Source: an optimization exercise on an open RTL-to-GDS flow (aim: small area, a short achievable clock period and few clock cycles). Production flows keep margins and buffers that such runs may drop.
The RTL was checked by simulation tests, not by an equivalence proof against the original design.
No activity file was given, so power comes from the tool's default toggle rates.

**design.v**
```verilog
module core #(                              
	parameter ADDR_W = 32,
	parameter INST_W = 32,
	parameter DATA_W = 32
)(
	input                   i_clk,
	input                   i_rst_n,
	output     [ ADDR_W-1 : 0 ] o_i_addr,
	input      [ INST_W-1 : 0 ] i_i_inst,
	output reg                  o_d_wen,
	output     [ ADDR_W-1 : 0 ] o_d_addr,
	output     [ DATA_W-1 : 0 ] o_d_wdata,
	input      [ DATA_W-1 : 0 ] i_d_rdata,
	output reg [    1 : 0 ] o_status,
	output reg              o_status_valid
);
reg  [9:0]  pc_f;           
reg  [9:0]  pc_on;          
reg  [9:0]  pc_d;           
reg  [10:0] d_pc4;          
reg         d_valid;
reg  [9:0]  nxt_r;          
reg         stopped;        
reg         x_valid;
reg         x_ok_t, x_ok_n;  
reg         p_br, p_taken;   
reg  [31:0] x_a, x_b;
reg  [15:0] x_imm;
reg  [4:0]  x_rd;
reg         x_wr, x_lw, x_sw, x_eof, x_itype;
reg         x_add, x_sub, x_addu, x_subu, x_and, x_or, x_nor, x_slt;
reg         x_br, x_beq;
reg  [9:0]  x_tgt, x_pc4;
reg         x_oor_t, x_oor_n;
reg         x_sm_a, x_sw_a, x_sb_a, x_sr_a;
reg         x_sm_b, x_sw_b, x_sb_b, x_sr_b, x_si_b;
reg  [31:0] m_res;
reg  [4:0]  m_rd;
reg         m_valid, m_wr, m_lw;
reg         m_eof, m_oor, m_itype;
reg         m_sgn, m_addu, m_subu, m_aerr, m_a31, m_b31, m_c32;
reg  [5:0]  d_addr;
reg  [31:0] w_res;
reg  [4:0]  w_rd;
reg         w_wen, w_lw;
reg  [31:0] b_res;
reg         pend2;
reg  [31:0] rf [0:31];
reg  [31:0]   rfv;
assign o_i_addr  = {22'd0, ~pc_on};
assign o_d_addr  = {24'd0, d_addr, 2'b00};
assign o_d_wdata = m_res;
wire x_live = x_valid & ~stopped & (p_br ? (p_taken ? x_ok_t : x_ok_n) : x_ok_n);
wire m_err  = m_sgn & (m_a31 == m_b31) & (m_res[31] != m_a31)
            | m_addu & m_c32
            | m_subu & ~m_c32
            | m_aerr;
wire m_stop = m_valid & (m_err | m_eof | m_oor);
wire m_wen  = m_valid & m_wr;
wire [3:0]  op   = i_i_inst[29:26];
wire [4:0]  rs   = i_i_inst[25:21];
wire [4:0]  rt   = i_i_inst[20:16];
wire [4:0]  rdf  = i_i_inst[15:11];
wire [15:0] imm  = i_i_inst[15:0];
wire d_add  = (op == 4'd1);
wire d_sub  = (op == 4'd2);
wire d_addu = (op == 4'd3);
wire d_subu = (op == 4'd4);
wire d_addi = (op == 4'd5);
wire d_lw   = (op == 4'd6);
wire d_sw   = (op == 4'd7);
wire d_and  = (op == 4'd8);
wire d_or   = (op == 4'd9);
wire d_nor  = (op == 4'd10);
wire d_beq  = (op == 4'd11);
wire d_bne  = (op == 4'd12);
wire d_slt  = (op == 4'd13);
wire d_eof  = (op == 4'd14);
wire d_rtype  = d_add | d_sub | d_addu | d_subu | d_and | d_or | d_nor | d_slt;
wire d_br     = d_beq | d_bne;
wire d_use_rs = ~d_eof;
wire d_use_rt = d_rtype | d_sw | d_br;
wire d_wr     = d_rtype | d_addi | d_lw;
wire [4:0] d_rd = d_rtype ? rdf : rt;
wire [31:0] rd_rs = rf[rs];
wire [31:0] rd_rt = rf[rt];
wire [31:0] w_data = w_lw ? i_d_rdata : w_res;
wire m_hit_s = m_wen & (m_rd == rs);
wire m_hit_t = m_wen & (m_rd == rt);
wire w_hit_s = w_wen & (w_rd == rs);
wire w_hit_t = w_wen & (w_rd == rt);
wire x_hit_s = x_live & x_wr & (x_rd == rs);
wire x_hit_t = x_live & x_wr & (x_rd == rt);
wire ml_s    = m_wen & m_lw & (m_rd == rs);
wire ml_t    = m_wen & m_lw & (m_rd == rt);
wire hz_s  = d_use_rs & ((x_hit_s & x_lw) | ml_s);
wire hz_t  = d_use_rt & ((x_hit_t & x_lw) | ml_t);
wire stall = hz_s | hz_t;
wire [16:0] tgt    = {6'd0, d_pc4} + {1'b0, imm};
wire        same   = (rs == rt);
wire        guess  = d_br & (d_beq ? same : ~same);
wire [31:0] xa = ({32{x_sm_a}} & m_res) | ({32{x_sw_a}} & w_res)
               | ({32{x_sb_a}} & b_res) | ({32{x_sr_a}} & x_a);
wire [31:0] xb = ({32{x_sm_b}} & m_res) | ({32{x_sw_b}} & w_res)
               | ({32{x_sb_b}} & b_res) | ({32{x_sr_b}} & x_b)
               | ({32{x_si_b}} & {{16{x_imm[15]}}, x_imm});
wire        x_inv = x_sub | x_subu | x_slt;
wire [31:0] bop   = xb ^ {32{x_inv}};
wire [33:0] sum2  = {1'b0, xa, 1'b1} + {1'b0, bop, x_inv};
wire [32:0] sum   = sum2[33:1];
wire        sovf  = (xa[31] == bop[31]) & (sum[31] != xa[31]);
wire        lt    = (xa[31] != xb[31]) ? xa[31] : sum[31];
wire [8:0]  alo   = {1'b0, xa[7:0]} + {1'b0, x_imm[7:0]};
wire [31:0] bz    = {16'd0, x_imm};
wire [31:0] axb   = xa ^ bz;
wire [31:0] aob   = xa | bz;
wire        a_ok  = (axb[8] == alo[8]) & (axb[31:9] == aob[30:8]);
wire x_aerr = (x_lw | x_sw) & ~a_ok;
wire [31:0] x_lres = ({32{x_and}} & (xa & xb)) | ({32{x_or}} & (xa | xb))
                   | ({32{x_nor}} & ~(xa | xb)) | ({32{x_sw}} & xb);
wire        x_sel_sum = x_add | x_sub | x_addu | x_subu;
wire [31:0] x_res  = x_sel_sum ? sum[31:0] : x_slt ? {31'd0, lt} : x_lres;
wire       taken;
core_brcmp u_brcmp (.a(xa), .b(xb), .beq(x_beq), .taken(taken));
wire       x_oor  = x_br & (taken ? x_oor_t : x_oor_n);
wire       xb_live = x_live & x_br;
wire       dq_tgt  = (pc_d == x_tgt);
wire       dq_pc4  = (pc_d == x_pc4);
wire       dq_nxr  = (pc_d == nxt_r);
wire       dr_n    = d_valid & (x_live ? dq_pc4 : dq_nxr);
wire       dr_t    = d_valid & (x_live ? (x_br ? dq_tgt : dq_pc4) : dq_nxr);
wire [9:0] pc_f4   = pc_f + 10'd4;
wire [9:0] d_fdiff = pc_f - d_pc4[9:0];
wire       fq_tgt  = (imm[9:0] == d_fdiff);
wire       fq_pc4  = (pc_f == d_pc4[9:0]);
wire       fq_pcd  = (pc_f == pc_d);
wire       fq_xtgt = (pc_f == x_tgt);
wire       fq_xpc4 = (pc_f == x_pc4);
wire       fq_nxr  = (pc_f == nxt_r);
wire [9:0] nf_a    = guess ? (fq_tgt ? pc_f4 : tgt[9:0]) : (fq_pc4 ? pc_f4 : d_pc4[9:0]);
wire [9:0] nf_b    = fq_pcd ? pc_f4 : pc_d;
wire [9:0] nf_d    = stall ? nf_b : nf_a;
wire [9:0] nf_cn   = ~x_live ? (fq_nxr ? pc_f4 : nxt_r) : (fq_xpc4 ? pc_f4 : x_pc4);
wire [9:0] nf_ct   = ~x_live ? (fq_nxr ? pc_f4 : nxt_r)
                   : x_br ? (fq_xtgt ? pc_f4 : x_tgt) : (fq_xpc4 ? pc_f4 : x_pc4);
wire [9:0] nf_n    = dr_n ? nf_d : nf_cn;
wire [9:0] nf_t    = dr_t ? nf_d : nf_ct;
wire [9:0] nf, nf_c;
core_pcsel u_pcsel (.taken(taken), .t(nf_t), .n(nf_n), .pc(nf), .pc_c(nf_c));
wire [9:0] nxt     = ~x_live ? nxt_r : (x_br & taken) ? x_tgt : x_pc4;
always @(posedge i_clk or negedge i_rst_n) begin
	if (!i_rst_n) begin
		pc_f    <= 10'd0;
		pc_on   <= 10'h3ff;
		pc_d    <= 10'd0;
		d_pc4   <= 11'd4;
		d_valid <= 1'b0;
		nxt_r   <= 10'd0;
		stopped <= 1'b0;
		x_valid <= 1'b0;
		p_br    <= 1'b0;
		m_valid <= 1'b0;
		w_wen   <= 1'b0;
		o_d_wen <= 1'b0;
		o_status_valid <= 1'b0;
		pend2   <= 1'b0;
	end else begin
		stopped <= stopped | m_stop;
		pc_f    <= nf;
		pc_on   <= nf_c;
		pc_d    <= pc_f;
		d_pc4   <= {1'b0, pc_f} + 11'd4;
		d_valid <= 1'b1;
		nxt_r   <= nxt;
		x_valid <= d_valid & ~stall;
		p_br    <= xb_live;
		m_valid <= x_live & ~m_stop;
		w_wen   <= m_wen & ~m_err;
		o_d_wen <= x_live & x_sw & ~x_aerr & ~m_stop;
		o_status_valid <= m_valid | pend2;
		pend2   <= m_valid & m_oor;
	end
end
always @(posedge i_clk) begin
	x_ok_t  <= dr_t;
	x_ok_n  <= dr_n;
	p_taken <= taken;
	x_a     <= rd_rs;
	x_b     <= rd_rt;
	x_imm   <= imm;
	x_rd    <= d_rd;
	x_wr    <= d_wr;
	x_lw    <= d_lw;
	x_sw    <= d_sw;
	x_eof   <= d_eof;
	x_itype <= d_addi | d_lw | d_sw | d_br;
	x_add   <= d_add | d_addi;
	x_sub   <= d_sub;
	x_addu  <= d_addu;
	x_subu  <= d_subu;
	x_and   <= d_and;
	x_or    <= d_or;
	x_nor   <= d_nor;
	x_slt   <= d_slt;
	x_br    <= d_br;
	x_beq   <= d_beq;
	x_tgt   <= tgt[9:0];
	x_pc4   <= d_pc4[9:0];
	x_oor_t <= (tgt[16:10] != 7'd0);
	x_oor_n <= d_pc4[10];
	x_sm_a  <= x_hit_s;
	x_sw_a  <= ~x_hit_s & m_hit_s;
	x_sb_a  <= ~x_hit_s & ~m_hit_s & w_hit_s;
	x_sr_a  <= ~x_hit_s & ~m_hit_s & ~w_hit_s & rfv[rs];
	x_sm_b  <= ~d_addi & x_hit_t;
	x_sw_b  <= ~d_addi & ~x_hit_t & m_hit_t;
	x_sb_b  <= ~d_addi & ~x_hit_t & ~m_hit_t & w_hit_t;
	x_sr_b  <= ~d_addi & ~x_hit_t & ~m_hit_t & ~w_hit_t & rfv[rt];
	x_si_b  <= d_addi;
	m_res   <= x_res;
	m_rd    <= x_rd;
	m_wr    <= x_wr;
	m_lw    <= x_lw;
	m_eof   <= x_eof;
	m_oor   <= x_oor;
	m_itype <= x_itype;
	m_sgn   <= x_add | x_sub;
	m_addu  <= x_addu;
	m_subu  <= x_subu;
	m_aerr  <= x_aerr;
	m_a31   <= xa[31];
	m_b31   <= bop[31];
	m_c32   <= sum[32];
	d_addr  <= alo[7:2];
	w_res   <= m_res;
	w_rd    <= m_rd;
	w_lw    <= m_lw;
	b_res   <= w_data;
	o_status <= ~m_valid ? 2'd2 : m_err ? 2'd2 : m_eof ? 2'd3 : {1'b0, m_itype};
end
always @(posedge i_clk) begin
	if (w_wen) rf[w_rd] <= w_data;
end
always @(posedge i_clk or negedge i_rst_n) begin
	if (!i_rst_n) rfv <= 32'd0;
	else if (w_wen) rfv[w_rd] <= 1'b1;
end
endmodule
module core_brcmp (
	input  [31:0] a,
	input  [31:0] b,
	input         beq,
	output        taken
);
wire eq = (a == b);
assign taken = beq ? eq : ~eq;
endmodule
module core_pcsel (
	input        taken,
	input  [9:0] t,
	input  [9:0] n,
	output [9:0] pc,
	output [9:0] pc_c
);
assign pc   = taken ? t : n;
assign pc_c = taken ? ~t : ~n;
endmodule
```
**flow/run.sh**
```bash
#!/bin/bash
# Standard ORFS layout (the standard.sh) with:
#  - repair_timing asked to leave extra setup slack, so the design runs well
#    below the clock period;
#  - port buffers of a small fast cell (buf_2) rather than the default pick.
# Clock tree sink clusters are set in config.mk.
# make's own output goes to flow_make.log; ORFS keeps each step's log under orfs/logs.
set -euo pipefail
bash standard.sh SETUP_SLACK_MARGIN=8.3 \
  "BUFFER_PORTS_ARGS=-buffer_cell sky130_fd_sc_hd__buf_2" \
  finish > flow_make.log 2>&1
```
**standard.sh**
```bash
#!/bin/bash
# synth_recipe.tcl (not shown) runs the flow's synth.tcl, then flattens the netlist and writes it again
# the make line also repeats each setting of config.mk as NAME=value (left out here)
make -C /OpenROAD-flow-scripts/flow DESIGN_CONFIG=/design/flow/config.mk WORK_HOME=/design/flow/orfs CLKGATE_MAP_FILE= SYNTH_SCRIPT=/design/flow/synth_recipe.tcl "${@:-finish}"
```
**config.mk**
```make
export PLATFORM = sky130hd
export DESIGN_NAME = core
export DESIGN_NICKNAME = core
export VERILOG_FILES = /design/flow/design.v
export SDC_FILE = /design/flow/constraint.sdc
export NUM_CORES = 4
export LEC_CHECK = 0
export ABC_CLOCK_PERIOD_IN_PS = 4000
export CAP_MARGIN = 20
export CORE_MARGIN = 2
export CORE_UTILIZATION = 40
export CTS_CLUSTER_DIAMETER = 80
export CTS_CLUSTER_SIZE = 20
export SLEW_MARGIN = 20
export SYNTH_HIERARCHICAL = 1
```
**constraint.sdc**
```tcl
create_clock -name core_clock -period 12.0 [get_ports {i_clk}]
set_input_delay 2.4000 -clock core_clock [delete_from_list [all_inputs] [get_ports {i_clk}]]
set_output_delay 2.4000 -clock core_clock [all_outputs]
set_load 0.01 [all_outputs]
```
==> results of run 1 <==
stage by stage:
step	instances	area [um2]
global route	6491	77530
floorplan	4042	67600
finish	6492	77530
global placement	6111	69340
detailed placement	6111	69340
CTS	6427	75930
Yosys cell counts (all sizes together) (16+ instances only):
library cell,number,share of area
buf,138,0.011
a21oi,95,0.0072
nor2,150,0.0085
edfxtp,1024,0.46
dfxtp,261,0.079
o21ai,52,0.0039
nand4,36,0.0034
or3,16,0.0015
nor3,45,0.0034
a22oi,118,0.013
nor4,34,0.0039
o22ai,33,0.0031
a21o,30,0.0034
mux4,660,0.22
nand3,54,0.0041
mux2i,81,0.012
xnor2,130,0.017
o21bai,36,0.0041
xor2,105,0.014
ha,74,0.014
o31ai,41,0.0047
clkbuf,173,0.0098
dfrtp,79,0.030
inv,71,0.0040
mux2,122,0.021
nand2,157,0.0089
flip-flops by register name (all words and copies together), names as in the netlist, 11 cells and up:
name / count
b_res: 32
x_b: 32
m_res: 32
rf: 1024
rfv: 32
w_res: 32
x_a: 32
x_imm: 16
d_pc4: 11
modules after synthesis, one instance, submodules excluded:
module | copies in the design | cell area, um2
core_pcsel | 1 | 269.0
core_brcmp | 1 | 355.3
core | 1 | 65540
per-layer routing:
| layer | part of all wire | global-route usage | vias up |
|---|---|---|---|
| met3 | 0.10 | 0.04813 | 347 |
| met4 | 0.034 | 0.07670 | 4 |
| li1 | - | - | 16660 |
| met5 | 0.00015 | 0 | - |
| met1 | 0.39 | 0.3516 | 21940 |
| met2 | 0.47 | 0.4033 | 2310 |
power by group through the flow:
stage	Clock [mW]	Combinational [mW]	Sequential, mW
finish	3.15	2.52	5.72
global route	3.34	2.67	5.73
CTS	3.18	2.36	5.70
detailed placement	0	2.06	5.81
global placement	0	2.05	5.81
floorplan	0	1.58	5.66
cells in the final DEF, fill, tap and decap left out, types with 12 or more instances in the layout:
| cell type | Yosys | routed |
|---|---|---|
| nand3_1 | 54 | 49 |
| buf_2 | 15 | 91 |
| buf_16 | 0 | 67 |
| buf_12 | 0 | 31 |
| mux4_2 | 660 | 660 |
| bufbuf_16 | 0 | 18 |
| ha_1 | 74 | 64 |
| nand4_1 | 36 | 36 |
| mux2_2 | 112 | 78 |
| o31ai_1 | 41 | 34 |
| a222oi_1 | 15 | 15 |
| edfxtp_1 | 1024 | 1024 |
| or3_1 | 16 | 12 |
| nor2b_1 | 13 | 12 |
| nor2_4 | 0 | 39 |
| dfxtp_4 | 0 | 29 |
| nor3_1 | 45 | 37 |
| nand2_1 | 157 | 150 |
| a21oi_1 | 95 | 80 |
| o21bai_1 | 36 | 34 |
| a21o_1 | 30 | 30 |
| dfrtp_1 | 79 | 79 |
| xor2_1 | 105 | 96 |
| a22oi_1 | 117 | 113 |
| xnor2_1 | 129 | 121 |
| nor4_1 | 30 | 24 |
| buf_6 | 1 | 33 |
| clkbuf_16 | 0 | 110 |
| nand2b_1 | 12 | 12 |
| conb_1 | 2 | 49 |
| mux2i_1 | 81 | 78 |
| mux2_4 | 10 | 44 |
| nor2_1 | 150 | 106 |
| dfxtp_1 | 261 | 223 |
| o21ai_0 | 39 | 37 |
| o22ai_1 | 33 | 29 |
| buf_4 | 49 | 138 |
| clkbuf_1 | 173 | 45 |
| inv_1 | 70 | 59 |
cells by family after synthesis:
| kind of cell | count (synthesis) | share of synthesized area |
|---|---|---|
| DFF | 1375 | 0.5779 |
| muxes | 863 | 0.2582 |
| and+or+nand+nor | 564 | 0.04124 |
| AOI/OAI and AO/OA | 498 | 0.05180 |
| buffers and inverters | 382 | 0.02485 |
| xor gates and xnor gates | 235 | 0.03122 |
| adders and majority gates | 76 | 0.01460 |
| other | 2 | 0.0001135 |
worst max-delay path by stage:
| stage | from | endpoint | cells after the start | slack, ps |
|---|---|---|---|---|
| final | i_i_inst[19] | pc_f[3] | 14 | 7670 |
| after global routing | i_i_inst[20] | pc_f[3] | 12 | 7640 |
| after CTS | i_i_inst[19] | pc_f[3] | 13 | 7720 |
| after detailed placement | i_i_inst[21] | x_a[17] | 6 | 5660 |
| after global placement | i_i_inst[21] | x_a[28] | 6 | 5710 |
| after floorplan | i_i_inst[23] | pc_f[1] | 11 | 7410 |
worst max-delay path, cell delays in order:
cell and delay [ps]:
buf_16 120, buf_16 150, xor2_2 150, nor4_2 210
nand4_1 220, o22ai_2 230, a22oi_2 130, buf_12 170
inv_2 160, a211oi_4 130, buf_4 230, nor4_1 260
nor2_1 100, mux2_4 270
timing repair:
action | 4_1_cts | 5_1_grt
endpoints found under the setup margin | 159 | 116
gates cloned | 56 | 25
buffers inserted | 100 | 38
gates resized for setup | 348 | 163
pin swaps | 63 | 65
final cells by class:
cell class              count  area [um2]
fillers                 13790       87090
repair buffers            410        5624
clock inverters            25       311.5
multi-input cells        2285       27830
clock buffers             135        2387
inverters                  71       269.0
well taps                2189        2739
flip-flops and latches   1375       38360
diodes                      2       5.005
==> results by group, run 1 <==
Worst setup path
  – Reg2reg start: d_pc4[1]
  – WS Path Type: in -> reg
  – R2R depth: 11
  – R2R Setup Slk: 8030 ps
  – Critical Path Sink Type: flop
  – Worst EP arrival: 4950 ps
  – Crit path required time: 12,610 ps
  – Max FO, Critical Path: 7
  – Startpoint Class: input port
  – Reg2reg end: pc_f[3]

Detailed routing
  – Drt pass-1 iters: 7
  – DRC viols: 0
  – Total wire length: 220,200 um
  – Total number of vias: 41,270
  – WL/cell: 33.92 um
  – DR vias/cell: 6.356
  – ANT nets after route: 0
  – 1st-iter DRT viols: 5,922

Final layout
  – Core Util, Final: 0.4710
  – P&R area growth vs syn: 17.18%
  – Share of cells above drive strength 1: 0.3625
  – Final #Nets: 4,370

Logic synthesis
  – Ys async rst share: 0.06545
  – Seq/Total Area, Yosys: 0.5779
  – Mean post-synth cell area: 16.56 um2
  – Ys flop type: edfxtp_1
  – Post-synth EDFFs: 1,024
  – Yosys Warn Count: 7
  – Synth Register Bits: 1,375
  – Synth cell types: 85
  – Synthesized cell area: 66,170 um2
  – Post-Synthesis Cells: 3,995

Global route
  – Total GRT Usage: 0.2527
  – Gr ovfl total: 0
  – Vias in the first global route: 40,000
  – Largest net degree at the start of global routing: 60
  – First-pass GRT wire length: 303,500 um
  – Initial antenna violation count: 12

Timing
  – RSZ-0062 raised after global routing: true
  – Clock skew: 44.98 ps
  – Final Setup Violations: 0
  – Worst hold slack: 330.8 ps
  – Fin crit period: 4331 ps
  – Final TNS setup: 0 ps
  – Worst-Margin Slew: 1118 ps
  – Crit share post-route: 0.3609
  – Final WS setup: 7669 ps
  – Max-slew headroom: 0.2546
  – Hold Violations, Final: 0
  – Fmax: 0.2309 GHz
  – Max-slew violation count: 0

Clock tree
  – Max clock buf depth: 3
  – Hold buffers post-CTS: 0
  – Clk sinks: 1,375
  – H-tree Lvls: 3
  – TritonCTS clock tree: yes
  – CTS buffer count: 85
  – Clock slew at reported path FFs: 80 ps
  – Root buffer cell: clkbuf_16
  – Worst-skew pair later-pin latency: 730 ps

Pwr
  – Switching Fraction: 0.2986
  – Clock power share: 0.276
  – Logic pwr share: 0.221
  – PD cells: 146.8 nW/um2
  – Leakage: 26.95 nW
  – Maximum vdd drop: 165.2 uV
  – Int Power: 7.984 mW
  – Flop pwr share: 0.502
  – Overall power: 11.38 mW
  – Switching pwr: 3.398 mW

Hold path
  – WHS Path Cells: 0
  – Hold crit path type: reg -> reg
  – Hold_sp: x_itype
  – Hold EP: m_itype

Placed design
  – Port bufs: 115
  – Routability cong.: 0.9417
  – Post-DP HPWL: 116,800 um
  – Pre-CTS WS: 5665 ps

Floorplanning
  – Starting Density: 0.4019
  – Die width: 410.7 um
  – # IOs: 166
  – FP Rows: 149
  – Die Ht: 410.7 um
  – Die area: 168,700 um2
  – Core Region: 164,600 um2

Outcome
  – Status: finished clean

Flow run
  – Number of max-cap violations: 0
Testbench counts, summed over its fixed seeds: cycles 39,776.
==> run 2: changes to the inputs <==
--- a/flow/run.sh
+++ b/flow/run.sh
@@ -6,6 +6,6 @@
 # Clock tree sink clusters are set in config.mk.
 # make's own output goes to flow_make.log; ORFS keeps each step's log under orfs/logs.
 set -euo pipefail
-bash standard.sh SETUP_SLACK_MARGIN=8.3 \
+bash standard.sh SETUP_SLACK_MARGIN=8.5 \
   "BUFFER_PORTS_ARGS=-buffer_cell sky130_fd_sc_hd__buf_2" \
   finish > flow_make.log 2>&1
==> results by group, run 2 <==
Worst setup path
  – Worst EP arrival: 4960 ps (was 4950 ps)
  – Max FO, Critical Path: 4 (was 7)
  – Startpoint Class: input port (unchanged)
  – Slowest CP cell: o41ai_4 (was mux2_4)
  – WS Path Type: in -> reg (unchanged)
  – Crit path required time: 12,620 ps (was 12,610 ps)
  – Reg2reg end: pc_f[1] (was pc_f[3])
  – Crit path cell chain: buf_16 > buf_16 > buf_12 > xor2_2 > nor3_2 > buf_4 > buf_6 > a31oi_4 > o21ai_4 > and2_4 > buf_4 > mux2_4 > nor2_4 > o41ai_4 > a21oi_2 > mux2_4 (was buf_16 > buf_16 > xor2_2 > nor4_2 > nand4_1 > o22ai_2 > a22oi_2 > buf_12 > inv_2 > a211oi_4 > buf_4 > nor4_1 > nor2_1 > mux2_4)
  – Reg2reg start: d_pc4[1] (unchanged)
  – R2R depth: 10 (was 11)
  – Critical path's top delay family: compound AO/OA/AOI/OAI gates (was buffers and inverters)
  – Critical Path Max Stage Delay: 370 ps (was 270 ps)
  – R2R Setup Slk: 7910 ps (was 8030 ps)
  – Number of buffers and inverters on the critical path: 6 (was 5)
  – Critical Path Sink Type: flop (unchanged)

Pwr
  – Leakage: 27.89 nW (was 26.95 nW)
  – Maximum vdd drop: 170.2 uV (was 165.2 uV)
  – Switching pwr: 3.427 mW (was 3.398 mW)
  – Flop pwr share: 0.499 (was 0.502)
  – PD cells: 144.1 nW/um2 (was 146.8 nW/um2)
  – Int Power: 8.039 mW (was 7.984 mW)
  – Clock power share: 0.266 (was 0.276)
  – Logic pwr share: 0.235 (was 0.221)
  – Switching Fraction: 0.2989 (was 0.2986)
  – Overall power: 11.47 mW (was 11.38 mW)

Floorplanning
  – Die Ht: 410.7 um (unchanged)
  – Die width: 410.7 um (unchanged)
  – Core Region: 164,600 um2 (unchanged)
  – FP Rows: 149 (unchanged)
  – # IOs: 166 (unchanged)
  – Starting Density: 0.4019 (unchanged)
  – Die area: 168,700 um2 (unchanged)

Outcome
  – Status: finished clean (unchanged)

Logic synthesis
  – Ys async rst share: 0.06545 (unchanged)
  – Synthesized cell area: 66,170 um2 (unchanged)
  – Ys flop type: edfxtp_1 (unchanged)
  – Post-Synthesis Cells: 3,995 (unchanged)
  – Synth cell types: 85 (unchanged)
  – Synth top area share: 0.4647 (unchanged)
  – Dominant cells by area after synthesis: edfxtp_1 (46%), mux4_2 (22%), dfxtp_1 (7.9%), dfrtp_1 (3.0%), mux2_2 (1.9%) (unchanged)
  – Post-synth top cells: edfxtp_1 (1,024), mux4_2 (660), dfxtp_1 (261) (unchanged)
  – Yosys Warn Count: 7 (unchanged)
  – Mean post-synth cell area: 16.56 um2 (unchanged)
  – Leading area contributor after synthesis: edfxtp_1 (unchanged)
  – Seq/Total Area, Yosys: 0.5779 (unchanged)
  – Synth Register Bits: 1,375 (unchanged)
  – Post-synth EDFFs: 1,024 (unchanged)
  – Most frequent cell after synthesis: edfxtp_1 (unchanged)

Timing
  – Max-slew violation count: 0 (unchanged)
  – Fmax: 0.2306 GHz (was 0.2309 GHz)
  – Worst-Margin Slew: 1017 ps (was 1118 ps)
  – Final TNS setup: 0 ps (unchanged)
  – Final Setup Violations: 0 (unchanged)
  – Fin crit period: 4337 ps (was 4331 ps)
  – Crit share post-route: 0.3614 (was 0.3609)
  – Hold Violations, Final: 0 (unchanged)
  – RSZ-0062 raised after global routing: true (unchanged)
  – Final WS setup: 7663 ps (was 7669 ps)
  – Clock skew: 34.83 ps (was 44.98 ps)
  – Max-slew headroom: 0.3219 (was 0.2546)
  – Worst hold slack: 333.1 ps (was 330.8 ps)

Placed design
  – Port bufs: 115 (unchanged)
  – Post-DP HPWL: 115,200 um (was 116,800 um)
  – Pre-CTS WS: 5591 ps (was 5665 ps)
  – Routability cong.: 0.9106 (was 0.9417)

Hold path
  – Hold_sp: x_eof (was x_itype)
  – WHS Path Cells: 0 (unchanged)
  – Hold EP: m_eof (was m_itype)
  – Hold crit path type: reg -> reg (unchanged)

Clock tree
  – TritonCTS clock tree: yes (unchanged)
  – CTS buffer count: 82 (was 85)
  – Worst-skew pair later-pin latency: 740 ps (was 730 ps)
  – Hold buffers post-CTS: 0 (unchanged)
  – Clock slew at reported path FFs: 90 ps (was 80 ps)
  – Clk sinks: 1,375 (unchanged)
  – H-tree Lvls: 3 (unchanged)
  – Root buffer cell: clkbuf_16 (unchanged)
  – Max clock buf depth: 3 (unchanged)

Flow run
  – Number of max-cap violations: 0 (unchanged)

Final layout
  – Max reg flops: 1,024 (unchanged)
  – Filler cell count: 13,570 (was 13,790)
  – Commonest non-fill, non-tap cell in the layout: edfxtp_1 (unchanged)
  – Core Util, Final: 0.4834 (was 0.4710)
  – Final #Nets: 4,474 (was 4,370)
  – P&R area growth vs syn: 20.28% (was 17.18%)
  – Most frequent cells in the layout: edfxtp_1 (1,024), mux4_2 (660), dfxtp_1 (221) (was edfxtp_1 (1,024), mux4_2 (660), dfxtp_1 (223))
  – Largest reg by FF count: rf (unchanged)
  – Share of cells above drive strength 1: 0.3891 (was 0.3625)

Global route
  – Total GRT Usage: 0.2571 (was 0.2527)
  – Initial antenna violation count: 6 (was 12)
  – Largest net degree at the start of global routing: 71 (was 60)
  – Gr ovfl total: 0 (unchanged)
  – First-pass GRT wire length: 308,200 um (was 303,500 um)
  – Vias in the first global route: 40,870 (was 40,000)

Detailed routing
  – ANT nets after route: 0 (unchanged)
  – Total number of vias: 41,690 (was 41,270)
  – Total wire length: 221,000 um (was 220,200 um)
  – DR vias/cell: 6.331 (was 6.356)
  – Drt pass-1 iters: 8 (was 7)
  – WL/cell: 33.56 um (was 33.92 um)
  – 1st-iter DRT viols: 5,613 (was 5,922)
  – DRC viols: 0 (unchanged)
-- run 2: cell count changes in the layout (fill, tap and decap cells not counted), sizes merged --
cell / before / now
buf: 369 / 482
clkbuf: 158 / 144
clkinv: 16 / 7
bufbuf: 18 / 21
bufinv: 1 / 0
diode: 2 / 1
inv: 76 / 77
o21ai: 52 / 53
-- run 2: metrics by stage --
step	std cells	instance area, um2
after floorplan	4042	67640
after global placement	6115	69370
after detailed placement	6115	69370
after CTS	6525	77970
after global routing	6584	79580
final	6585	79580
-- run 2: Yosys stat by module, one instance, submodules excluded --
module | cells inside | copies in the design | flip-flops and latches | area, um2
core | 3929 | 1 | 1375 | 65540
core_brcmp | 44 | 1 | 0 | 355.3
core_pcsel | 22 | 1 | 0 | 269.0
-- run 2: worst max-delay path by stage --
stage / slack (ps) / end / cells past startpoint / start
after global routing: 7620 / pc_f[3] / 12 / i_i_inst[18]
after CTS: 7710 / pc_f[3] / 13 / i_i_inst[19]
after detailed placement: 5590 / pc_f[8] / 12 / i_i_inst[21]
after global placement: 5610 / pc_f[8] / 12 / i_i_inst[21]
final: 7660 / pc_f[1] / 16 / i_i_inst[19]
after floorplan: 7410 / pc_f[1] / 11 / i_i_inst[23]
-- run 2: kinds of logic after synthesis --
kind of cell / Yosys count / share of synthesized area
flops: 1375 / 0.5779
fa+ha+maj: 76 / 0.01460
mux: 863 / 0.2582
other cells: 2 / 0.0001135
compound gates: 498 / 0.05180
buf+inv: 382 / 0.02485
simple gates: 564 / 0.04124
xor+xnor: 235 / 0.03122
-- run 2: power groups by stage --
| stage | sequential, mW | clock, mW | combinational, mW |
|---|---|---|---|
| after floorplan | 5.66 | 0 | 1.58 |
| after global placement | 5.81 | 0 | 2.05 |
| after detailed placement | 5.81 | 0 | 2.07 |
| after CTS | 5.70 | 3.07 | 2.51 |
| after global routing | 5.73 | 3.24 | 2.85 |
| final | 5.72 | 3.05 | 2.70 |
-- run 2: layout make-up --
cell class / count / area [um2] / area share
multi-input cells: 2286 / 28250 / 0.3550
flip-flops and latches: 1375 / 38370 / 0.4821
repair buffers: 516 / 7407 / 0.09308
clock buffers: 131 / 2331 / 0.02929
clock inverters: 16 / 212.7 / 0.002673
well taps: 2189 / 2739 / 0.03442
diodes: 1 / 2.502 / 0.00003144
inverters: 71 / 269.0 / 0.003380
-- run 2: repair_timing --
action	CTS	global route
gates cloned	86	12
setup buffers	177	47
resized for setup	497	189
pin swaps	87	72
setup endpoints to repair	179	166
-- run 2: metal layers --
metal | wire [um] | GRT usage
met1 | 86230 | 0.3471
met2 | 106700 | 0.4199
met3 | 19870 | 0.04507
met4 | 8133 | 0.08988
met5 | 20 | 0
==> run 3: changes to the inputs <==
--- a/design.v
+++ b/design.v
@@ -15,7 +15,6 @@
 	output reg              o_status_valid
 );
 reg  [9:0]  pc_f;           
-reg  [9:0]  pc_on;          
 reg  [9:0]  pc_d;           
 reg  [10:0] d_pc4;          
 reg         d_valid;
@@ -47,7 +46,7 @@
 reg         pend2;
 reg  [31:0] rf [0:31];
 reg  [31:0]   rfv;
-assign o_i_addr  = {22'd0, ~pc_on};
+assign o_i_addr  = {22'd0, pc_f};
 assign o_d_addr  = {24'd0, d_addr, 2'b00};
 assign o_d_wdata = m_res;
 wire x_live = x_valid & ~stopped & (p_br ? (p_taken ? x_ok_t : x_ok_n) : x_ok_n);
@@ -130,8 +129,7 @@
 wire       dr_n    = d_valid & (x_live ? dq_pc4 : dq_nxr);
 wire       dr_t    = d_valid & (x_live ? (x_br ? dq_tgt : dq_pc4) : dq_nxr);
 wire [9:0] pc_f4   = pc_f + 10'd4;
-wire [9:0] d_fdiff = pc_f - d_pc4[9:0];
-wire       fq_tgt  = (imm[9:0] == d_fdiff);
+wire       fq_tgt  = (imm[9:0] == 10'd0);
 wire       fq_pc4  = (pc_f == d_pc4[9:0]);
 wire       fq_pcd  = (pc_f == pc_d);
 wire       fq_xtgt = (pc_f == x_tgt);
@@ -145,13 +143,12 @@
                    : x_br ? (fq_xtgt ? pc_f4 : x_tgt) : (fq_xpc4 ? pc_f4 : x_pc4);
 wire [9:0] nf_n    = dr_n ? nf_d : nf_cn;
 wire [9:0] nf_t    = dr_t ? nf_d : nf_ct;
-wire [9:0] nf, nf_c;
-core_pcsel u_pcsel (.taken(taken), .t(nf_t), .n(nf_n), .pc(nf), .pc_c(nf_c));
+wire [9:0] nf;
+core_pcsel u_pcsel (.taken(taken), .t(nf_t), .n(nf_n), .pc(nf));
 wire [9:0] nxt     = ~x_live ? nxt_r : (x_br & taken) ? x_tgt : x_pc4;
 always @(posedge i_clk or negedge i_rst_n) begin
 	if (!i_rst_n) begin
 		pc_f    <= 10'd0;
-		pc_on   <= 10'h3ff;
 		pc_d    <= 10'd0;
 		d_pc4   <= 11'd4;
 		d_valid <= 1'b0;
@@ -167,7 +164,6 @@
 	end else begin
 		stopped <= stopped | m_stop;
 		pc_f    <= nf;
-		pc_on   <= nf_c;
 		pc_d    <= pc_f;
 		d_pc4   <= {1'b0, pc_f} + 11'd4;
 		d_valid <= 1'b1;
@@ -259,9 +255,7 @@
 	input        taken,
 	input  [9:0] t,
 	input  [9:0] n,
-	output [9:0] pc,
-	output [9:0] pc_c
+	output [9:0] pc
 );
-assign pc   = taken ? t : n;
-assign pc_c = taken ? ~t : ~n;
+assign pc = taken ? t : n;
 endmodule
--- a/flow/run.sh
+++ b/flow/run.sh
@@ -6,6 +6,6 @@
 # Clock tree sink clusters are set in config.mk.
 # make's own output goes to flow_make.log; ORFS keeps each step's log under orfs/logs.
 set -euo pipefail
-bash standard.sh SETUP_SLACK_MARGIN=8.5 \
+bash standard.sh SETUP_SLACK_MARGIN=8.3 \
   "BUFFER_PORTS_ARGS=-buffer_cell sky130_fd_sc_hd__buf_2" \
   finish > flow_make.log 2>&1
==> results by group, run 3 <==
Pwr
  – PD cells: 138.8 nW/um2 (was 144.1 nW/um2)
  – Clock power share: 0.278 (was 0.266)
  – Leakage: 26.35 nW (was 27.89 nW)
  – Logic pwr share: 0.191 (was 0.235)
  – Flop pwr share: 0.531 (was 0.499)
  – Maximum vdd drop: 135.7 uV (was 170.2 uV)
  – Switching pwr: 2.956 mW (was 3.427 mW)
  – Switching Fraction: 0.2802 (was 0.2989)
  – Overall power: 10.55 mW (was 11.47 mW)
  – Int Power: 7.594 mW (was 8.039 mW)

Timing
  – Fin crit period: 4117 ps (was 4337 ps)
  – Final Setup Violations: 0 (unchanged)
  – Worst-Margin Slew: 1191 ps (was 1017 ps)
  – Final WS setup: 7883 ps (was 7663 ps)
  – Clock skew: 30.97 ps (was 34.83 ps)
  – Max-slew violation count: 0 (unchanged)
  – Hold Violations, Final: 0 (unchanged)
  – Fmax: 0.2429 GHz (was 0.2306 GHz)
  – Max-slew headroom: 0.1996 (was 0.3219)
  – Final TNS setup: 0 ps (unchanged)
  – Worst hold slack: 333.4 ps (was 333.1 ps)
  – RSZ-0062 raised after global routing: true (unchanged)
  – Crit share post-route: 0.3430 (was 0.3614)

Global route
  – Vias in the first global route: 38,930 (was 40,870)
  – First-pass GRT wire length: 297,300 um (was 308,200 um)
  – Initial antenna violation count: 9 (was 6)
  – Total GRT Usage: 0.2555 (was 0.2571)
  – Gr ovfl total: 0 (unchanged)
  – Largest net degree at the start of global routing: 58 (was 71)

Final layout
  – P&R area growth vs syn: 17.06% (was 20.28%)
  – # diodes: 0 (was 1)
  – Commonest non-fill, non-tap cell in the layout: edfxtp_1 (unchanged)
  – Largest reg by FF count: rf (unchanged)
  – Final #Nets: 4,200 (was 4,474)
  – Share of cells above drive strength 1: 0.3581 (was 0.3891)
  – Most frequent cells in the layout: edfxtp_1 (1,024), mux4_2 (660), dfxtp_1 (228) (was edfxtp_1 (1,024), mux4_2 (660), dfxtp_1 (221))
  – Max reg flops: 1,024 (unchanged)
  – Final instance area: 76,030 um2 (was 79,580 um2)

Detailed routing
  – ANT nets after route: 0 (unchanged)
  – 1st-iter DRT viols: 5,762 (was 5,613)
  – WL/cell: 33.93 um (was 33.56 um)
  – Total wire length: 213,500 um (was 221,000 um)
  – Total number of vias: 39,900 (was 41,690)
  – DR vias/cell: 6.340 (was 6.331)
  – Drt pass-1 iters: 7 (was 8)
  – DRC viols: 0 (unchanged)

Floorplanning
  – # IOs: 166 (unchanged)
  – Die Ht: 407.0 um (was 410.7 um)
  – Die width: 407.0 um (was 410.7 um)
  – Die area: 165,600 um2 (was 168,700 um2)
  – FP Rows: 147 (was 149)
  – Core Region: 160,900 um2 (was 164,600 um2)
  – Starting Density: 0.4036 (was 0.4019)

Logic synthesis
  – Mean post-synth cell area: 16.96 um2 (was 16.56 um2)
  – Ys async rst share: 0.05861 (was 0.06545)
  – Synthesized cell area: 64,950 um2 (was 66,170 um2)
  – Dominant cells by area after synthesis: edfxtp_1 (47%), mux4_2 (23%), dfxtp_1 (8.0%), dfrtp_1 (3.0%), mux2_2 (1.8%) (was edfxtp_1 (46%), mux4_2 (22%), dfxtp_1 (7.9%), dfrtp_1 (3.0%), mux2_2 (1.9%))
  – Seq/Total Area, Yosys: 0.5847 (was 0.5779)
  – Yosys Warn Count: 7 (unchanged)
  – Post-Synthesis Cells: 3,829 (was 3,995)
  – Ys flop type: edfxtp_1 (unchanged)
  – Post-synth EDFFs: 1,024 (unchanged)
  – Synth Register Bits: 1,365 (was 1,375)
  – Post-synth top cells: edfxtp_1 (1,024), mux4_2 (660), dfxtp_1 (261) (unchanged)
  – Leading area contributor after synthesis: edfxtp_1 (unchanged)
  – Synth top area share: 0.4734 (was 0.4647)
  – Synth cell types: 82 (was 85)
  – Most frequent cell after synthesis: edfxtp_1 (unchanged)

Clock tree
  – Clock slew at reported path FFs: 80 ps (was 90 ps)
  – H-tree Lvls: 3 (unchanged)
  – CTS buffer count: 81 (was 82)
  – Clk sinks: 1,365 (was 1,375)
  – Max clock buf depth: 3 (unchanged)
  – Hold buffers post-CTS: 0 (unchanged)
  – Root buffer cell: clkbuf_16 (unchanged)
  – Worst-skew pair later-pin latency: 720 ps (was 740 ps)
  – TritonCTS clock tree: yes (unchanged)

Worst setup path
  – Critical Path Sink Type: flop (unchanged)
  – Startpoint Class: input port (unchanged)
  – Crit path required time: 12,600 ps (was 12,620 ps)
  – Max FO, Critical Path: 3 (was 4)
  – WS Path Type: in -> reg (unchanged)
  – Worst EP arrival: 4710 ps (was 4960 ps)

Hold path
  – Hold crit path type: reg -> reg (unchanged)

Placed design
  – Post-DP HPWL: 112,900 um (was 115,200 um)
  – Pre-CTS WS: 5656 ps (was 5591 ps)
  – Routability cong.: 0.9064 (was 0.9106)
  – Placement Cell Area: 68,120 um2 (was 69,370 um2)
  – Port bufs: 115 (unchanged)

Outcome
  – Status: finished clean (unchanged)

Flow run
  – Number of max-cap violations: 0 (unchanged)
-- run 3: worst paths after layout --
check | cells after the start | to | slack (ps) | from
setup / recovery | 14 | pc_f[8] | 7880 | i_i_inst[0]
hold / removal | 0 | m_eof | 330 | x_eof
setup reg to reg | 12 | m_res[30] | 8350 | x_sb_a
hold reg to reg | 0 | m_eof | 330 | x_eof
max in group asynchronous | 2 | pc_f[2] | 9250 | i_rst_n
min in group asynchronous | 1 | nxt_r[8] | 1590 | i_rst_n
-- run 3: power by group through the flow --
stage	Clock, mW	Combinational, mW	Sequential [mW]
finish	2.94	2.01	5.60
detailed placement	0	1.61	5.72
CTS	2.97	1.92	5.58
global route	3.13	2.13	5.61
floorplan	0	1.27	5.55
global placement	0	1.60	5.72
-- run 3: logic make-up (layout without fill, tap and decap cells) --
| logic type | after synthesis | after routing | synth area share |
|---|---|---|---|
| flops | 1365 | 1365 | 0.5847 |
| buf+inv | 355 | 612 | 0.02368 |
| fa+ha+maj | 66 | 66 | 0.01283 |
| other cells | 2 | 49 | 0.0001156 |
| simple gates | 473 | 473 | 0.03452 |
| mux | 850 | 850 | 0.2609 |
| xor+xnor | 236 | 236 | 0.03182 |
| compound gates | 482 | 482 | 0.05138 |
-- run 3: layer usage --
| metal | share of wire | track usage | vias up |
|---|---|---|---|
| met2 | 0.49 | 0.4192 | 2250 |
| li1 | - | - | 16100 |
| met4 | 0.036 | 0.08908 | 2 |
| met3 | 0.092 | 0.03564 | 337 |
| met5 | 0.000061 | 0 | - |
| met1 | 0.39 | 0.3494 | 21210 |
-- run 3: metrics by stage --
step	instances	util
after floorplan	3876	-
after detailed placement	5912	0.4233
final	6293	0.4724
after global routing	6293	0.4724
after global placement	5912	0.4233
after CTS	6256	0.4663
-- run 3: what timing repair did --
action | 4_1_cts | 5_1_grt
gates resized for setup | 323 | 111
pin swaps | 38 | 28
setup buffers | 114 | 26
cloned | 82 | 11
setup endpoints to repair | 147 | 109
-- run 3: worst max-delay path, cell delays in order --
cell and delay, ps:
buf_12 110, ha_4 160, inv_2 50, fa_2 220, nor2b_1 50, o21a_1 180, o21a_1 210, o31a_1 290
o21ai_2 190, nor3b_4 230, o21bai_1 110, a31oi_2 170, a21oi_1 90, mux2_4 270
-- run 3: final cells by class --
class                   instances  area (um2)
fillers                     13350       84900
flip-flops and latches       1365       38060
multi-input cells            2156       26680
repair buffers                426        6060
well taps                    2160        2703
clock buffers                 136        2276
inverters                      38       142.6
clock inverters                12       120.1
-- run 3: modules after synthesis, one instance, submodules excluded --
module	cells	times used	cell area (um2)	flops+latches
core	3774	1	64430	1365
core_pcsel	11	1	161.4	0
core_brcmp	44	1	355.3	0
Testbench counts of run 3, summed over its fixed seeds: cycles 39,787.
==> run 4: changes to the inputs <==
--- a/flow/run.sh
+++ b/flow/run.sh
@@ -6,6 +6,6 @@
 # Clock tree sink clusters are set in config.mk.
 # make's own output goes to flow_make.log; ORFS keeps each step's log under orfs/logs.
 set -euo pipefail
-bash standard.sh SETUP_SLACK_MARGIN=8.3 \
+bash standard.sh SETUP_SLACK_MARGIN=8.1 \
   "BUFFER_PORTS_ARGS=-buffer_cell sky130_fd_sc_hd__buf_2" \
   finish > flow_make.log 2>&1
==> results by group, run 4 <==
Timing
  – Clock skew: 40.56 ps (was 30.97 ps)
  – Max-slew violation count: 0 (unchanged)
  – Fmax: 0.2434 GHz (was 0.2429 GHz)
  – Worst hold slack: 328.4 ps (was 333.4 ps)
  – Hold Violations, Final: 0 (unchanged)
  – Final TNS setup: 0 ps (unchanged)
  – Max-slew headroom: 0.2242 (was 0.1996)
  – Worst-Margin Slew: 1161 ps (was 1191 ps)
  – Crit share post-route: 0.3424 (was 0.3430)
  – Fin crit period: 4108 ps (was 4117 ps)
  – Final Setup Violations: 0 (unchanged)
  – RSZ-0062 raised after global routing: true (unchanged)

Detailed routing
  – Routed wl met3: 18,250 um (was 19,630 um)
  – DR top layer: met4 (was met5)
  – ANT nets after route: 0 (unchanged)
  – DRC viols: 0 (unchanged)
  – 1st-iter DRT viols: 4,948 (was 5,762)
  – Total wire length: 201,900 um (was 213,500 um)
  – Drt pass-1 iters: 6 (was 7)
  – WL met2: 96,650 um (was 103,700 um)
  – Total number of vias: 38,650 (was 39,900)
  – Routed metal-1 wire length: 79,860 um (was 82,520 um)
  – WL/cell: 32.67 um (was 33.93 um)
  – DR vias/cell: 6.253 (was 6.340)

Placed design
  – Post-DP HPWL: 113,500 um (was 112,900 um)
  – Placed Instances: 5,916 (was 5,912)
  – Port bufs: 115 (unchanged)
  – Routability cong.: 0.9159 (was 0.9064)

Pwr
  – Leakage: 24.91 nW (was 26.35 nW)
  – Maximum vdd drop: 119.4 uV (was 135.7 uV)
  – PD cells: 143.6 nW/um2 (was 138.8 nW/um2)

Worst setup path
  – Critical path's top delay family: compound AO/OA/AOI/OAI gates (unchanged)
  – Startpoint Class: input port (unchanged)
  – Critical Path Sink Type: flop (unchanged)
  – Max FO, Critical Path: 3 (unchanged)
  – Worst EP arrival: 4720 ps (was 4710 ps)
  – Crit path cell chain: buf_12 > ha_4 > inv_2 > fa_2 > nor2b_1 > o21a_1 > o21a_1 > o31a_1 > o21ai_2 > nor3b_4 > o21bai_1 > a31oi_2 > a21oi_1 > mux2_4 (unchanged)
  – Critical Path Max Stage Delay: 290 ps (about the same)
  – Crit path required time: 12,620 ps (was 12,600 ps)
  – Cell mode on critical path: o21a_1 (unchanged)
  – WS Path Type: in -> reg (unchanged)
  – Number of buffers and inverters on the critical path: 2 (unchanged)
  – Slowest CP cell: o31a_1 (unchanged)

Floorplanning
  – Starting Density: 0.4036 (unchanged)
  – # IOs: 166 (unchanged)
  – Die Ht: 407.0 um (unchanged)
  – Core Region: 160,900 um2 (unchanged)
  – Die width: 407.0 um (unchanged)
  – Die area: 165,600 um2 (unchanged)
  – FP Rows: 147 (unchanged)

Global route
  – Initial antenna violation count: 4 (was 9)
  – First-pass GRT wire length: 283,800 um (was 297,300 um)
  – Vias in the first global route: 38,050 (was 38,930)
  – Gr ovfl total: 0 (unchanged)
  – Total GRT Usage: 0.2413 (was 0.2555)
  – Largest net degree at the start of global routing: 66 (was 58)

Clock tree
  – CTS buffer count: 83 (was 81)
  – Clock slew at reported path FFs: 90 ps (was 80 ps)
  – TritonCTS clock tree: yes (unchanged)
  – Worst-skew pair later-pin latency: 720 ps (about the same)
  – Root buffer cell: clkbuf_16 (unchanged)
  – Clk sinks: 1,365 (unchanged)
  – H-tree Lvls: 3 (unchanged)
  – Max clock buf depth: 3 (unchanged)
  – Hold buffers post-CTS: 0 (unchanged)

Logic synthesis
  – Mean post-synth cell area: 16.96 um2 (unchanged)
  – Ys async rst share: 0.05861 (unchanged)
  – Post-synthesis simple-gate area fraction: 0.03452 (unchanged)
  – Dominant cells by area after synthesis: edfxtp_1 (47%), mux4_2 (23%), dfxtp_1 (8.0%), dfrtp_1 (3.0%), mux2_2 (1.8%) (unchanged)
  – Yosys Warn Count: 7 (unchanged)
  – Seq/Total Area, Yosys: 0.5847 (unchanged)
  – Post-Synthesis Cells: 3,829 (unchanged)
  – Synthesized cell area: 64,950 um2 (unchanged)
  – Main combinational cell family by area after synthesis: multiplexers (unchanged)
  – Ys flop type: edfxtp_1 (unchanged)
  – Synth cell types: 82 (unchanged)
  – Post-synthesis mux area share: 0.2609 (unchanged)
  – Post-synth EDFFs: 1,024 (unchanged)
  – Post-synthesis xor/xnor area fraction: 0.03182 (unchanged)
  – Synth top area share: 0.4734 (unchanged)
  – Synth Register Bits: 1,365 (unchanged)
  – Most frequent cell after synthesis: edfxtp_1 (unchanged)
  – Post-synth top cells: edfxtp_1 (1,024), mux4_2 (660), dfxtp_1 (261) (unchanged)
  – Leading area contributor after synthesis: edfxtp_1 (unchanged)
  – Synth Area in Adders: 0.01283 (unchanged)
  – Synth Area in Compound Gates: 0.05138 (unchanged)

Final layout
  – Largest reg by FF count: rf (unchanged)
  – Max reg flops: 1,024 (unchanged)
  – P&R area growth vs syn: 12.68% (was 17.06%)
  – Commonest non-fill, non-tap cell in the layout: edfxtp_1 (unchanged)
  – Final #Nets: 4,082 (was 4,200)
  – Share of cells above drive strength 1: 0.3269 (was 0.3581)
  – Most frequent cells in the layout: edfxtp_1 (1,024), mux4_2 (660), dfxtp_1 (256) (was edfxtp_1 (1,024), mux4_2 (660), dfxtp_1 (228))
  – Fin cells: 6,180 (was 6,293)

Hold path
  – Hold crit path type: reg -> reg (unchanged)

Flow run
  – Number of max-cap violations: 0 (unchanged)

Outcome
  – Status: finished clean (unchanged)
[run 4: cell counts after synthesis]
No cell type changed its count.
[run 4: stage by stage]
step	total power, mW	area [um2]	utilization	setup slack (ps)
after global placement	7.327	68130	0.4233	5533
after global routing	10.86	73180	0.4547	7743
final	10.51	73180	0.4547	7892
after detailed placement	7.341	68130	0.4233	5528
after floorplan	6.823	66330	-	7416
after CTS	10.48	72570	0.4509	7957
[run 4: worst paths after layout]
check	cells after the start	slack, ps	to	start
worst max-delay path	14	7890	pc_f[8]	i_i_inst[0]
worst min-delay path	0	330	m_itype	x_itype
worst max register to register	12	8190	nxt_r[8]	x_sm_a
worst min register to register	0	330	m_itype	x_itype
max in group asynchronous	2	9250	pc_f[1]	i_rst_n
min in group asynchronous	1	1510	nxt_r[6]	i_rst_n
[run 4: cell type report]
type | count | area (um2)
Antenna cell | 1 | 2.502
Clock buffer | 138 | 2356
Clock inverter | 16 | 212.7
Fill cell | 13710 | 87750
Inverter | 38 | 142.6
Multi-Input combinational cell | 2156 | 26370
Sequential cell | 1365 | 38010
Tap cell | 2160 | 2703
Timing Repair Buffer | 306 | 3393
[run 4: what timing repair did]
item	4_1_cts	5_1_grt
gates resized for setup	166	43
pin swaps	31	27
cloned	25	6
endpoints found under the setup margin	101	49
buffers inserted	41	37
[run 4: per-layer routing]
layer | global-route usage | vias up
li1 | - | 15820
met3 | 0.03890 | 301
met2 | 0.3897 | 1906
met4 | 0.08083 | 0
met1 | 0.3335 | 20620
met5 | 0 | -
[run 4: kinds of logic after synthesis]
group,count (synthesis)
AOI/OAI and AO/OA,482
xor gates and xnor gates,236
adders and majority gates,66
buffers and inverters,355
DFF,1365
muxes,850
other,2
and+or+nand+nor,473
[run 4: Yosys stat by module, one instance, submodules excluded]
| module | cell area (um2) | flip-flops and latches | cells inside |
|---|---|---|---|
| core_pcsel | 161.4 | 0 | 11 |
| core_brcmp | 355.3 | 0 | 44 |
| core | 64430 | 1365 | 3774 |
[run 4: power breakdown]
group	leakage [nW]	internal, mW	switching, mW
clock network	1.23	1.40	1.65
registers	12.6	5.33	0.275
logic	11.0	0.836	1.02
total	24.9	7.56	2.94
==> run 5: changes to the inputs <==
--- a/flow/run.sh
+++ b/flow/run.sh
@@ -6,6 +6,6 @@
 # Clock tree sink clusters are set in config.mk.
 # make's own output goes to flow_make.log; ORFS keeps each step's log under orfs/logs.
 set -euo pipefail
-bash standard.sh SETUP_SLACK_MARGIN=8.1 \
+bash standard.sh SETUP_SLACK_MARGIN=7.9 \
   "BUFFER_PORTS_ARGS=-buffer_cell sky130_fd_sc_hd__buf_2" \
   finish > flow_make.log 2>&1
==> results by group, run 5 <==
Logic synthesis
  – Yosys Warn Count: 7 (unchanged)
  – Synth top area share: 0.4734 (unchanged)
  – Ys async rst share: 0.05861 (unchanged)
  – Most frequent cell after synthesis: edfxtp_1 (unchanged)
  – Leading area contributor after synthesis: edfxtp_1 (unchanged)
  – Ys flop type: edfxtp_1 (unchanged)
  – Post-synth top cells: edfxtp_1 (1,024), mux4_2 (660), dfxtp_1 (261) (unchanged)
  – Synth cell types: 82 (unchanged)
  – Seq/Total Area, Yosys: 0.5847 (unchanged)
  – Mean post-synth cell area: 16.96 um2 (unchanged)
  – Synth Register Bits: 1,365 (unchanged)
  – Synthesized cell area: 64,950 um2 (unchanged)
  – Dominant cells by area after synthesis: edfxtp_1 (47%), mux4_2 (23%), dfxtp_1 (8.0%), dfrtp_1 (3.0%), mux2_2 (1.8%) (unchanged)
  – Post-Synthesis Cells: 3,829 (unchanged)
  – Post-synth EDFFs: 1,024 (unchanged)

Placed design
  – Routability cong.: 0.8903 (was 0.9159)
  – Placement Cell Area: 68,060 um2 (was 68,130 um2)
  – Pre-CTS WS: 5874 ps (was 5528 ps)
  – Post-DP HPWL: 113,000 um (was 113,500 um)
  – Port bufs: 115 (unchanged)

Global route
  – First-pass GRT wire length: 282,100 um (was 283,800 um)
  – Largest net degree at the start of global routing: 59 (was 66)
  – Gr ovfl total: 0 (unchanged)
  – Initial antenna violation count: 9 (was 4)
  – Total GRT Usage: 0.2390 (was 0.2413)
  – Vias in the first global route: 37,780 (was 38,050)

Clock tree
  – Worst-skew pair later-pin latency: 730 ps (was 720 ps)
  – TritonCTS clock tree: yes (unchanged)
  – Hold buffers post-CTS: 0 (unchanged)
  – CTS buffer count: 80 (was 83)
  – Root buffer cell: clkbuf_16 (unchanged)
  – Clock slew at reported path FFs: 90 ps (about the same)
  – Clk sinks: 1,365 (unchanged)
  – H-tree Lvls: 3 (unchanged)
  – Max clock buf depth: 3 (unchanged)

Pwr
  – Switching Fraction: 0.2797 (was 0.2800)
  – Int Power: 7.406 mW (was 7.565 mW)
  – Overall power: 10.28 mW (was 10.51 mW)
  – Clock power share: 0.283 (was 0.291)
  – Flop pwr share: 0.546 (was 0.533)
  – Maximum vdd drop: 117.2 uV (was 119.4 uV)
  – PD cells: 143.0 nW/um2 (was 143.6 nW/um2)
  – Leakage: 24.28 nW (was 24.91 nW)
  – Logic pwr share: 0.171 (was 0.176)
  – Switching pwr: 2.876 mW (was 2.941 mW)

Timing
  – Final WS setup: 7861 ps (was 7892 ps)
  – Final TNS setup: 0 ps (unchanged)
  – Final Setup Violations: 0 (unchanged)
  – Worst-Margin Slew: 1123 ps (was 1161 ps)
  – Max-slew violation count: 0 (unchanged)
  – Clock skew: 33.07 ps (was 40.56 ps)
  – Crit share post-route: 0.3449 (was 0.3424)
  – Hold Violations, Final: 0 (unchanged)
  – Fin crit period: 4139 ps (was 4108 ps)
  – Fmax: 0.2416 GHz (was 0.2434 GHz)
  – RSZ-0062 raised after global routing: true (unchanged)
  – Max-slew headroom: 0.2516 (was 0.2242)

Detailed routing
  – 1st-iter DRT viols: 5,283 (was 4,948)
  – Drt pass-1 iters: 6 (unchanged)
  – Total wire length: 198,800 um (was 201,900 um)
  – ANT nets after route: 0 (unchanged)
  – DRC viols: 0 (unchanged)
  – Total number of vias: 38,290 (was 38,650)
  – WL/cell: 32.53 um (was 32.67 um)
  – DR vias/cell: 6.264 (was 6.253)

Worst setup path
  – Slowest CP cell: or2_4 (was o31a_1)
  – Worst EP arrival: 4740 ps (was 4720 ps)
  – R2R depth: 12 (unchanged)
  – Max FO, Critical Path: 20 (was 3)
  – Reg2reg start: x_sm_b (was x_sm_a)
  – Crit path required time: 12,600 ps (was 12,620 ps)
  – R2R Setup Slk: 8030 ps (was 8190 ps)
  – WS Path Type: in -> reg (unchanged)
  – Critical Path Max Stage Delay: 310 ps (was 290 ps)
  – Critical Path Sink Type: flop (unchanged)
  – Startpoint Class: input port (unchanged)
  – Crit path cell chain: buf_16 > xor2_1 > nor3_1 > and4_4 > o2bb2a_4 > a2bb2oi_4 > buf_8 > or2_4 > mux2i_2 > o21ai_1 > o31a_1 > mux2_4 (was buf_12 > ha_4 > inv_2 > fa_2 > nor2b_1 > o21a_1 > o21a_1 > o31a_1 > o21ai_2 > nor3b_4 > o21bai_1 > a31oi_2 > a21oi_1 > mux2_4)
  – Reg2reg end: nxt_r[6] (was nxt_r[8])

Floorplanning
  – FP Rows: 147 (unchanged)
  – Die area: 165,600 um2 (unchanged)
  – Starting Density: 0.4036 (unchanged)
  – Die Ht: 407.0 um (unchanged)
  – Die width: 407.0 um (unchanged)
  – # IOs: 166 (unchanged)
  – Core Region: 160,900 um2 (unchanged)

Outcome
  – Status: finished clean (unchanged)

Final layout
  – Area taken by flip-flops and latches: 38,000 um2 (was 38,010 um2)
  – Final #Nets: 4,017 (was 4,082)
  – Final instance area: 71,920 um2 (was 73,180 um2)
  – Most frequent cells in the layout: edfxtp_1 (1,024), mux4_2 (660), dfxtp_1 (255) (was edfxtp_1 (1,024), mux4_2 (660), dfxtp_1 (256))
  – Commonest non-fill, non-tap cell in the layout: edfxtp_1 (unchanged)
  – P&R area growth vs syn: 10.73% (was 12.68%)
  – Area of the multi-input gates: 26,260 um2 (was 26,370 um2)
  – Largest reg by FF count: rf (unchanged)
  – # diodes: 0 (was 1)
  – Max reg flops: 1,024 (unchanged)
  – Filler cell count: 13,810 (was 13,710)
  – Core Util, Final: 0.4469 (was 0.4547)
  – Share of cells above drive strength 1: 0.3107 (was 0.3269)

Hold path
  – WHS Path Cells: 0 (unchanged)
  – Hold EP: m_eof (was m_itype)
  – Hold crit path type: reg -> reg (unchanged)
  – Hold_sp: x_eof (was x_itype)

Flow run
  – Number of max-cap violations: 0 (unchanged)
-- run 5: power by group through the flow --
| stage | combinational, mW | clock [mW] | sequential (mW) |
|---|---|---|---|
| detailed placement | 1.63 | 0 | 5.71 |
| CTS | 1.69 | 2.97 | 5.61 |
| finish | 1.75 | 2.91 | 5.62 |
| global route | 1.88 | 3.12 | 5.64 |
| global placement | 1.62 | 0 | 5.71 |
| floorplan | 1.27 | 0 | 5.55 |
-- run 5: worst max-delay path by stage --
stage                       startpoint       to  slack [ps]  cells past startpoint
after floorplan           i_i_inst[27]  pc_f[6]        7420                     12
after global placement    i_i_inst[22]  x_a[27]        5890                      6
after detailed placement  i_i_inst[22]  x_a[27]        5870                      6
after CTS                  i_i_inst[0]  pc_f[8]        7780                     14
after global routing      i_i_inst[16]  pc_f[6]        7770                     12
final                     i_i_inst[23]  pc_f[6]        7860                     12
-- run 5: timing repair --
| item | 4_1_cts | 5_1_grt |
|---|---|---|
| setup endpoints to repair | 89 | 33 |
| resized for setup | 85 | 49 |
| buffers inserted | 15 | 22 |
| pin swaps | 19 | 32 |
| gates cloned | 14 | 5 |
-- run 5: per-stage QoR --
stage	hold slack, ps	instances
6_report	341.4	6112
5_1_grt	353.8	6112
4_1_cts	345.5	6085
3_5_place_dp	315.3	5907
3_3_place_gp	316.0	5907
2_1_floorplan	309.6	3876
-- run 5: cell families after synthesis --
logic type,Yosys count,synth area share
and+or+nand+nor,473,0.03452
DFF,1365,0.5847
muxes,850,0.2609
xor gates and xnor gates,236,0.03182
adders and majority gates,66,0.01283
other,2,0.0001156
buffers and inverters,355,0.02368
AOI/OAI and AO/OA,482,0.05138
-- run 5: cell type report --
| cell class | count | share of cell area |
|---|---|---|
| multi-input combinational | 2156 | 0.3651 |
| timing repair buffer | 244 | 0.03370 |
| clock inverter | 13 | 0.002053 |
| sequential | 1365 | 0.5284 |
| inverter | 38 | 0.001983 |
| tap | 2160 | 0.03758 |
| clock buffer | 136 | 0.03118 |
-- run 5: critical path: cells and delay by family --
kind	cells	cell delay, ps
AND/OR/NAND/NOR	3	800
AO/OA/AOI/OAI	4	580
multiplexers	2	460
buffers and inverters	2	300
XOR/XNOR	1	190
-- run 5: metal layers --
metal,GRT usage,routed length (um),vias up
met2,0.3884,94850,1972
met4,0.06875,5939,2
met5,0,15,-
li1,-,-,15670
met3,0.03886,18420,276
met1,0.3326,79610,20370
-- run 5: modules after synthesis, one instance, submodules excluded --
module,cell area (um2),cells
core,64430,3774
core_brcmp,355.3,44
core_pcsel,161.4,11
==> run 6: changes to the inputs <==
--- a/flow/run.sh
+++ b/flow/run.sh
@@ -6,6 +6,6 @@
 # Clock tree sink clusters are set in config.mk.
 # make's own output goes to flow_make.log; ORFS keeps each step's log under orfs/logs.
 set -euo pipefail
-bash standard.sh SETUP_SLACK_MARGIN=7.9 \
+bash standard.sh SETUP_SLACK_MARGIN=7.6 \
   "BUFFER_PORTS_ARGS=-buffer_cell sky130_fd_sc_hd__buf_2" \
   finish > flow_make.log 2>&1
==> results by group, run 6 <==
Final layout
  – Commonest non-fill, non-tap cell in the layout: edfxtp_1 (unchanged)
  – Filler cell count: 13,900 (was 13,810)
  – Most frequent cells in the layout: edfxtp_1 (1,024), mux4_2 (660), dfxtp_1 (255) (unchanged)
  – P&R area growth vs syn: 9.536% (was 10.73%)
  – Share of cells above drive strength 1: 0.2999 (was 0.3107)
  – Final #Nets: 3,988 (was 4,017)
  – Largest reg by FF count: rf (unchanged)

Hold path
  – Hold crit path type: reg -> reg (unchanged)

Clock tree
  – Worst-skew pair later-pin latency: 730 ps (about the same)
  – TritonCTS clock tree: yes (unchanged)
  – Clock slew at reported path FFs: 80 ps (was 90 ps)

Logic synthesis
  – Post-synth top cells: edfxtp_1 (1,024), mux4_2 (660), dfxtp_1 (261) (unchanged)
  – Synth top area share: 0.4734 (unchanged)
  – Seq/Total Area, Yosys: 0.5847 (unchanged)
  – Most frequent cell after synthesis: edfxtp_1 (unchanged)
  – Dominant cells by area after synthesis: edfxtp_1 (47%), mux4_2 (23%), dfxtp_1 (8.0%), dfrtp_1 (3.0%), mux2_2 (1.8%) (unchanged)
  – Leading area contributor after synthesis: edfxtp_1 (unchanged)
  – Synth cell types: 82 (unchanged)

Floorplanning
  – Core Region: 160,900 um2 (unchanged)
  – Starting Density: 0.4036 (unchanged)
  – Die width: 407.0 um (unchanged)

Global route
  – Initial antenna violation count: 8 (was 9)
  – M2 GR Usage: 0.3720 (was 0.3884)
  – Gr ovfl total: 0 (unchanged)
  – M1 GR Usage: 0.3278 (was 0.3326)
  – Vias in the first global route: 37,500 (was 37,780)

Timing
  – Max-slew violation count: 0 (unchanged)
  – Worst-Margin Slew: 1061 ps (was 1123 ps)
  – Final TNS setup: 0 ps (unchanged)
  – RSZ-0062 raised after global routing: true (unchanged)
  – Max-slew headroom: 0.2876 (was 0.2516)

Detailed routing
  – ANT nets after route: 0 (unchanged)
  – DRC viols: 0 (unchanged)
  – Total number of vias: 37,750 (was 38,290)

Worst setup path
  – Worst EP arrival: 4970 ps (was 4740 ps)
  – WS Path Type: in -> reg (unchanged)
  – Number of buffers and inverters on the critical path: 3 (was 2)
  – Max FO, Critical Path: 66 (was 20)
  – Slowest CP cell: mux4_2 (was or2_4)
  – Critical Path Max Stage Delay: 530 ps (was 310 ps)
  – Startpoint Class: input port (unchanged)

Pwr
  – Maximum vdd drop: 112.9 uV (was 117.2 uV)
  – Overall power: 10.26 mW (was 10.28 mW)
  – Leakage: 23.93 nW (was 24.28 nW)

Flow run
  – Number of max-cap violations: 0 (unchanged)

Placed design
  – Placement Cell Area: 68,060 um2 (about the same)
  – Post-DP HPWL: 112,000 um (was 113,000 um)
  – Routability cong.: 0.9155 (was 0.8903)

Outcome
  – Status: finished clean (unchanged)
-- run 6: per-module statistics from Yosys, one instance, submodules excluded --
module,flip-flops and latches,cells inside
core_pcsel,0,11
core_brcmp,0,44
core,1365,3774
-- run 6: cell type report --
type                    count  area [um2]  area share
clock buffers             126        2280     0.03204
flip-flops and latches   1365       38000      0.5341
multi-input cells        2156       26050      0.3662
clock inverters            16       185.2    0.002603
well taps                2160        2703     0.03799
diodes                      1       2.502  0.00003517
inverters                  38       142.6    0.002005
repair buffers            213        1783     0.02506
-- run 6: repair_timing --
action / in CTS / in global routing
gates cloned: 2 / 4
endpoints found under the setup margin: 74 / 55
gates resized for setup: 57 / 29
buffers inserted: 3 / 11
pin swaps: 1 / 5
-- run 6: routing by layer --
| layer | vias up | wire length, um |
|---|---|---|
| met5 | - | 32 |
| met4 | 4 | 6155 |
| met3 | 279 | 16500 |
| met2 | 1846 | 91480 |
| met1 | 20020 | 79360 |
| li1 | 15610 | - |
-- run 6: worst paths after layout --
path	slack, ps	startpoint	to	depth (start not counted)
worst max-delay path	7620	i_i_inst[17]	x_b[18]	6
worst min-delay path	330	x_itype	m_itype	0
worst max register to register	7880	x_si_b	m_c32	13
worst min register to register	330	x_itype	m_itype	0
max in group asynchronous	9310	i_rst_n	rfv[6]	2
min in group asynchronous	1580	i_rst_n	pc_d[7]	1
-- run 6: cells by family (layout without fill, tap and decap cells) --
group | Yosys count | in the layout | share of synthesized area
flops | 1365 | 1365 | 0.5847
mux | 850 | 850 | 0.2609
compound gates | 482 | 482 | 0.05138
simple gates | 473 | 473 | 0.03452
buf+inv | 355 | 393 | 0.02368
xor+xnor | 236 | 236 | 0.03182
fa+ha+maj | 66 | 66 | 0.01283
other cells | 2 | 50 | 0.0001156
-- run 6: worst reg2reg max path, cell delays in order, from the launching register on --
cell and delay [ps]:
dfxtp_1 300, buf_4 210, nand2_2 410, nand3_1 390
xnor2_1 230, ha_1 430, and4_1 280, nand3_1 130
nor2_1 250, o211ai_2 190, nand3b_1 240, a2111oi_2 110
or3_1 430, o21ai_0 380
-- run 6: where the power goes --
group          total (mW)  switching, mW  internal (mW)
Sequential           5.62          0.290           5.33
Combinational        1.67          0.936          0.732
Clock                2.98           1.60           1.38
-- run 6: per-stage QoR --
| stage | hold slack [ps] | cells | setup slack [ps] |
|---|---|---|---|
| CTS | 333.0 | 6059 | 7600 |
| global route | 350.9 | 6074 | 7569 |
| detailed placement | 315.0 | 5912 | 5621 |
| floorplan | 309.6 | 3876 | 7426 |
| finish | 332.2 | 6075 | 7622 |
| global placement | 316.0 | 5912 | 5620 |

Re-timed with assumed drivers on the ports (clkbuf_16 on the clock, buf_2 on other inputs), run 6 has 7.509 ns of setup slack against 7.622 ns with ideal ports, and 6.725 ns once port delays also move by the mid clock arrival of 0.784 ns.
